From an optimization exercise on the open Yosys and OpenROAD flow, aimed at small area and a short achievable clock period; shortcuts taken in it are not production practice.
RTL that was checked went through simulation tests only; none was proved equivalent to the original.
The flow treats the clock pin as an ideal source. Dropping or thinning the clock tree relies on that and would not hold on a real chip.

pepper:
// Conway
module Conway(
    input clk,
    input load,
    input [255:0] data,
    output reg [255:0] q
);
Size in the first run: ~2600 cells after synthesis.
==> module Conway, before the edit <==
module Conway(
    input clk,
    input load,
    input [255:0] data,
    output reg [255:0] q
);
wire [255:0] p, g, vs, vc, nxt;
genvar i, j;
generate
for (i = 0; i < 16; i = i + 1) begin : row
    for (j = 0; j < 16; j = j + 1) begin : col
        conway_ha hv (.a(q[16*((i+15)%16) + j]), .b(q[16*((i+1)%16) + j]),
                      .s(p[16*i+j]), .co(g[16*i+j]));
        conway_vsum vsum (.p(p[16*i+j]), .g(g[16*i+j]), .x(q[16*i+j]),
                          .s(vs[16*i+j]), .c(vc[16*i+j]));
    end
end
for (i = 0; i < 16; i = i + 1) begin : row2
    for (j = 0; j < 16; j = j + 1) begin : col2
        wire n0, k, e0, e1;
        conway_fa f1 (.a(vs[16*i + (j+15)%16]), .b(vs[16*i + (j+1)%16]), .c(p[16*i+j]), .s(n0), .co(k));
        conway_fa f2 (.a(vc[16*i + (j+15)%16]), .b(vc[16*i + (j+1)%16]), .c(g[16*i+j]), .s(e0), .co(e1));
        conway_glue gl (.n0(n0), .k(k), .e0(e0), .e1(e1), .x(q[16*i+j]), .load(load), .d(data[16*i+j]), .y(nxt[16*i+j]));
    end
end
endgenerate
always @(posedge clk) q <= nxt;
endmodule
==> module conway_vsum, before the edit <==
module conway_vsum(input p, input g, input x, output s, output c);
    conway_xor sx (.a(p), .b(x), .y(s));
    conway_ao  cx (.a(p), .b(x), .c(g), .y(c));
endmodule
==> module conway_xor, before the edit <==
module conway_xor(input a, input b, output y);
    assign y = a ^ b;
endmodule
==> module conway_ao, before the edit <==
module conway_ao(input a, input b, input c, output y);
    assign y = (a & b) | c;
endmodule
clock: 5.0 ns
lec_check: 0
cap_margin: 20
core_margin: 2
core_utilization: 65
setup_slack_margin: 2.7
slew_margin: 20
synth_hierarchical: 1
synth_minimum_keep_size: 0
standard.sh (not shown) runs the stock make flow with config.mk's settings and CLKGATE_MAP_FILE= SYNTH_SCRIPT=/design/flow/synth_recipe.tcl, a recipe that flattens the netlist after the stock synthesis.
==> flow/flow/run.sh <==
#!/bin/bash
# Standard ORFS layout with two changes:
#  - port buffers are plain buf_1 cells instead of the delay-buffer cells
#    buffer_ports picks by default;
#  - before floorplanning, combinational cells are set to drive strength 1
#    (flow/downsize.tcl); timing repair upsizes where needed.
set -euo pipefail
here=$(pwd)
export BUFFER_PORTS_ARGS="-buffer_cell sky130_fd_sc_hd__buf_1"
export PRE_FLOORPLAN_TCL="$here/flow/downsize.tcl"
bash standard.sh > standard.log 2>&1
==> flow/flow/downsize.tcl <==
# Before floorplanning: give every combinational cell that synthesis mapped at
# a drive strength above 1 its _1 variant, when the library has one. Timing
# repair later upsizes again where a path needs it.
set db [ord::get_db]
set n 0
foreach inst [[ord::get_db_block] getInsts] {
  set master [$inst getMaster]
  set name [$master getName]
  if {[$master isSequential]} { continue }
  if {[regexp {^(sky130_fd_sc_hd__[a-z0-9]+)_([2-9]|1[0-9])$} $name -> base drive]} {
    set small [$db findMaster ${base}_1]
    if {$small ne "NULL" && $small ne ""} {
      $inst swapMaster $small
      incr n
    }
  }
}
puts "downsize: $n cells set to drive strength 1"
Here is what was changed in the inputs of cedar compared with pepper.
==> flow/design.v <==
module Conway(
    input clk,
    input load,
    input [255:0] data,
    output reg [255:0] q
);
wire [255:0] vs, vc, nxt;
genvar i, j;
generate
for (i = 0; i < 16; i = i + 1) begin : row
    for (j = 0; j < 16; j = j + 1) begin : col
        conway_fa fv (.a(q[16*((i+15)%16) + j]), .b(q[16*i + j]), .c(q[16*((i+1)%16) + j]),
                      .s(vs[16*i+j]), .co(vc[16*i+j]));
    end
end
for (i = 0; i < 16; i = i + 1) begin : row2
    for (j = 0; j < 16; j = j + 1) begin : col2
        wire p, g, n0, k, e0, e1;
        conway_ha h1 (.a(q[16*((i+15)%16) + j]), .b(q[16*((i+1)%16) + j]), .s(p), .co(g));
        conway_fa f1 (.a(vs[16*i + (j+15)%16]), .b(vs[16*i + (j+1)%16]), .c(p), .s(n0), .co(k));
        conway_fa f2 (.a(vc[16*i + (j+15)%16]), .b(vc[16*i + (j+1)%16]), .c(g), .s(e0), .co(e1));
        conway_glue gl (.n0(n0), .k(k), .e0(e0), .e1(e1), .x(q[16*i+j]), .load(load), .d(data[16*i+j]), .y(nxt[16*i+j]));
    end
end
endgenerate
always @(posedge clk) q <= nxt;
endmodule
module conway_fa(input a, input b, input c, output s, output co);
    assign {co, s} = a + b + c;
endmodule
module conway_ha(input a, input b, output s, output co);
    assign {co, s} = a + b;
endmodule
module conway_glue(input n0, input k, input e0, input e1, input x, input load, input d, output y);
    wire life = ~e1 & (e0 ^ k) & (n0 | x);
    assign y = load ? d : life;
endmodule
Notes after the runs:
- Route | cedar vs pepper | wire longer in cedar
- Taking pepper as the reference, in cedar transition time of the tightest slew-check pin went down by 0.018 ns; antenna diode count went down by 8; first-iteration DRC count picked up an extra 489; number of cells upsized or downsized after cts higher.
- Diff pepper and cedar: synthesized instance count lower in cedar
- Per the comparison of cedar with pepper, clock tree cell share of total cell area lost 0.26 points; post-route clock period utilization flat; sum of buffers and inverters on the critical path held steady.
- On sequential share of layout area, pepper and cedar are neck and neck.
- Routed length on met1 ends up higher on pepper.
- Measured against each other, pepper and cedar differ in iteration count of the initial detailed-routing pass, the higher figure coming from cedar.

---

Conway, a different RTL version from the one above (not shown whole).
For scale: ~510 I/O pins.
==> module Conway, before the edit <==
module Conway(
    input clk,
    input load,
    input [255:0] data,
    output reg [255:0] q
);
wire [255:0] p, g, vs, vc, nxt;
genvar i, j;
generate
for (i = 0; i < 16; i = i + 1) begin : row
    for (j = 0; j < 16; j = j + 1) begin : col
        conway_ha hv (.a(q[16*((i+15)%16) + j]), .b(q[16*((i+1)%16) + j]),
                      .s(p[16*i+j]), .co(g[16*i+j]));
        conway_vsum vsum (.p(p[16*i+j]), .g(g[16*i+j]), .x(q[16*i+j]),
                          .s(vs[16*i+j]), .c(vc[16*i+j]));
    end
end
for (i = 0; i < 16; i = i + 1) begin : row2
    for (j = 0; j < 16; j = j + 1) begin : col2
        wire n0, k, e0, e1;
        conway_fa f1 (.a(p[16*i+j]), .b(vs[16*i + (j+15)%16]), .c(vs[16*i + (j+1)%16]), .s(n0), .co(k));
        conway_fa f2 (.a(g[16*i+j]), .b(vc[16*i + (j+15)%16]), .c(vc[16*i + (j+1)%16]), .s(e0), .co(e1));
        conway_glue gl (.n0(n0), .k(k), .e0(e0), .e1(e1), .x(q[16*i+j]), .load(load), .d(data[16*i+j]), .y(nxt[16*i+j]));
    end
end
endgenerate
always @(posedge clk) q <= nxt;
endmodule
==> flow/config.mk <==
export PLATFORM = sky130hd
export DESIGN_NAME = Conway
export DESIGN_NICKNAME = Conway
export VERILOG_FILES = /design/flow/design.v
export SDC_FILE = /design/flow/constraint.sdc
export NUM_CORES = 4
export LEC_CHECK = 0
export CAP_MARGIN = 20
export CORE_MARGIN = 2
export CORE_UTILIZATION = 65
export SETUP_SLACK_MARGIN = 2.8
export SLEW_MARGIN = 20
export SYNTH_HIERARCHICAL = 1
export SYNTH_MINIMUM_KEEP_SIZE = 0
==> flow/constraint.sdc <==
create_clock -name core_clock -period 5.0 [get_ports {clk}]
set_input_delay 1.0000 -clock core_clock [delete_from_list [all_inputs] [get_ports {clk}]]
set_output_delay 1.0000 -clock core_clock [all_outputs]
set_load 0.01 [all_outputs]
Scripts as last shown in full above: flow/flow/run.sh, flow/flow/downsize.tcl
Next try:
==> flow/design.v (replaced) <==
module Conway(
    input clk,
    input load,
    input [255:0] data,
    output reg [255:0] q
);
wire [255:0] vs, vc, nxt;
genvar i, j;
generate
for (i = 0; i < 16; i = i + 1) begin : row
    for (j = 0; j < 16; j = j + 1) begin : col
        conway_fa fv (.a(q[16*((i+15)%16) + j]), .b(q[16*i + j]), .c(q[16*((i+1)%16) + j]),
                      .s(vs[16*i+j]), .co(vc[16*i+j]));
    end
end
for (i = 0; i < 16; i = i + 1) begin : row2
    for (j = 0; j < 16; j = j + 1) begin : col2
        wire p, g, n0, k, e0, e1;
        conway_ha h1 (.a(q[16*((i+15)%16) + j]), .b(q[16*((i+1)%16) + j]), .s(p), .co(g));
        conway_fa f1 (.a(vs[16*i + (j+15)%16]), .b(vs[16*i + (j+1)%16]), .c(p), .s(n0), .co(k));
        conway_fa f2 (.a(vc[16*i + (j+15)%16]), .b(vc[16*i + (j+1)%16]), .c(g), .s(e0), .co(e1));
        conway_glue gl (.n0(n0), .k(k), .e0(e0), .e1(e1), .x(q[16*i+j]), .load(load), .d(data[16*i+j]), .y(nxt[16*i+j]));
    end
end
endgenerate
always @(posedge clk) q <= nxt;
endmodule
module conway_fa(input a, input b, input c, output s, output co);
    assign {co, s} = a + b + c;
endmodule
module conway_ha(input a, input b, output s, output co);
    assign {co, s} = a + b;
endmodule
module conway_glue(input n0, input k, input e0, input e1, input x, input load, input d, output y);
    wire life = ~e1 & (e0 ^ k) & (n0 | x);
    assign y = load ? d : life;
endmodule
Result: Final area climbs by about 5%. Synthesized cell count came out lower by 10%. Routed wire length increases by about 0.4%. Register-to-register slack gets worse by 0.02 ns. Clock-buffer cell count is unchanged. First-iteration DRC count is higher by 13%. Hold slack gains 0.015 ns. Global-route usage goes up by 0.35 points. Sequential share of layout area rose by 0.67 points. Via count drops by 4.9%. Worst setup slack gets worse by 0.025 ns. Non-clock buffer count climbs by 30.

---

Conway again, from the RTL that the note above started with.
clock: 5.0 ns
lec_check: 0
cap_margin: 20
core_margin: 2
core_utilization: 65
setup_slack_margin: 2.8
slew_margin: 20
synth_hierarchical: 1
synth_minimum_keep_size: 0
==> flow/flow/run.sh <==
#!/bin/bash
# Standard ORFS layout with three changes:
#  - port buffers are plain buf_1 cells instead of the delay-buffer cells
#    buffer_ports picks by default;
#  - before floorplanning, combinational cells are set to drive strength 1
#    (flow/downsize.tcl); timing repair upsizes where needed;
#  - the clock tree is a balanced two-level tree (flow/my_cts.tcl: one root
#    buffer, one leaf buffer per group of about 21 registers) instead of
#    TritonCTS's three levels, for a shorter insertion delay.
set -euo pipefail
here=$(pwd)
export BUFFER_PORTS_ARGS="-buffer_cell sky130_fd_sc_hd__buf_1"
export PRE_FLOORPLAN_TCL="$here/flow/downsize.tcl"
export PRE_CTS_TCL="$here/flow/pre_cts.tcl"
bash standard.sh > standard.log 2>&1
Scripts as last shown in full above: flow/flow/downsize.tcl
Other scripts of this flow, unchanged in this note and not shown: flow/flow/my_cts.tcl, flow/flow/pre_cts.tcl
Then changed:
--- a/flow/design.v
+++ b/flow/design.v
@@ -9,12 +9,13 @@
 generate
 for (i = 0; i < 16; i = i + 1) begin : row
     for (j = 0; j < 16; j = j + 1) begin : col
         conway_ha hv (.a(q[16*((i+15)%16) + j]), .b(q[16*((i+1)%16) + j]),
                       .s(p[16*i+j]), .co(g[16*i+j]));
-        conway_vsum vsum (.p(p[16*i+j]), .g(g[16*i+j]), .x(q[16*i+j]),
-                          .s(vs[16*i+j]), .c(vc[16*i+j]));
+        conway_xor sx (.a(p[16*i+j]), .b(q[16*i+j]), .y(vs[16*i+j]));
+        conway_maj cx (.a(q[16*((i+15)%16) + j]), .b(q[16*i + j]), .c(q[16*((i+1)%16) + j]),
+                       .y(vc[16*i+j]));
     end
 end
 for (i = 0; i < 16; i = i + 1) begin : row2
     for (j = 0; j < 16; j = j + 1) begin : col2
         wire n0, k, e0, e1;
@@ -30,19 +31,15 @@
     assign {co, s} = a + b + c;
 endmodule
 module conway_ha(input a, input b, output s, output co);
     assign {co, s} = a + b;
 endmodule
-module conway_vsum(input p, input g, input x, output s, output c);
-    conway_xor sx (.a(p), .b(x), .y(s));
-    conway_ao  cx (.a(p), .b(x), .c(g), .y(c));
-endmodule
 module conway_xor(input a, input b, output y);
     assign y = a ^ b;
 endmodule
-module conway_ao(input a, input b, input c, output y);
-    assign y = (a & b) | c;
+module conway_maj(input a, input b, input c, output y);
+    assign y = (a & b) | (a & c) | (b & c);
 endmodule
 module conway_glue(input n0, input k, input e0, input e1, input x, input load, input d, output y);
     wire life = ~e1 & (e0 ^ k) & (n0 | x);
     assign y = load ? d : life;
 endmodule
The changed run completed with no timing, DRC or antenna violations; global-route usage decreases by 1.2 points; routed wire length decreases by 2.1%; clock skew barely changes; setup slack got worse by 0.013 ns; hold slack improved by 0.018 ns; design area increases by 1.4%; via count decreases by 0.96%; die area increases by 2.2%; synthesized cell count stays the same.
The RTL of the second run of this note was laid out without a check of its function. No run of this note takes its clock network from TritonCTS; it comes from the design's own scripts or RTL.

separate check: timing with driven ports:
The results above use ideal ports. As a check the final layouts listed here were re-extracted and re-timed, cells and wires unchanged.
Step 1 assumes that a clkbuf_16 drives the clock port and a buf_2 every other input.
Step 2 moves the port delays by t, midway between the first and last clock arrival at a register: inputs arrive t later, outputs are due t later. That takes back most of the time a late clock gives input paths.
a / b / c = ideal / step 1 / step 2; a / b = the first two.
run | t (ns) | setup WS [ns] | worst register clock-pin slew, ns | pins driven straight from the clock port
pepper | 0.617 | 2.715 / 2.652 / 2.263 | 0.06 / 0.06 | 1
cedar | 0.611 | 2.712 / 2.651 / 2.196 | 0.07 / 0.07 | 1
the first run of note 2 | 0.615 | 2.810 / 2.746 / 2.351 | 0.06 / 0.06 | 1
the second run of note 2 | 0.612 | 2.785 / 2.724 / 2.308 | 0.06 / 0.06 | 1
the first run of note 3 | 0.520 | 2.810 / 2.748 / 2.705 | 0.11 / 0.11 | 1
the second run of note 3 | 0.522 | 2.797 / 2.736 / 2.680 | 0.11 / 0.11 | 1
After both steps setup and hold are still met in every run listed. For cedar, which loses most, drivers alone change the setup slack by -0.061 ns; drivers and shift together by -0.516 ns.
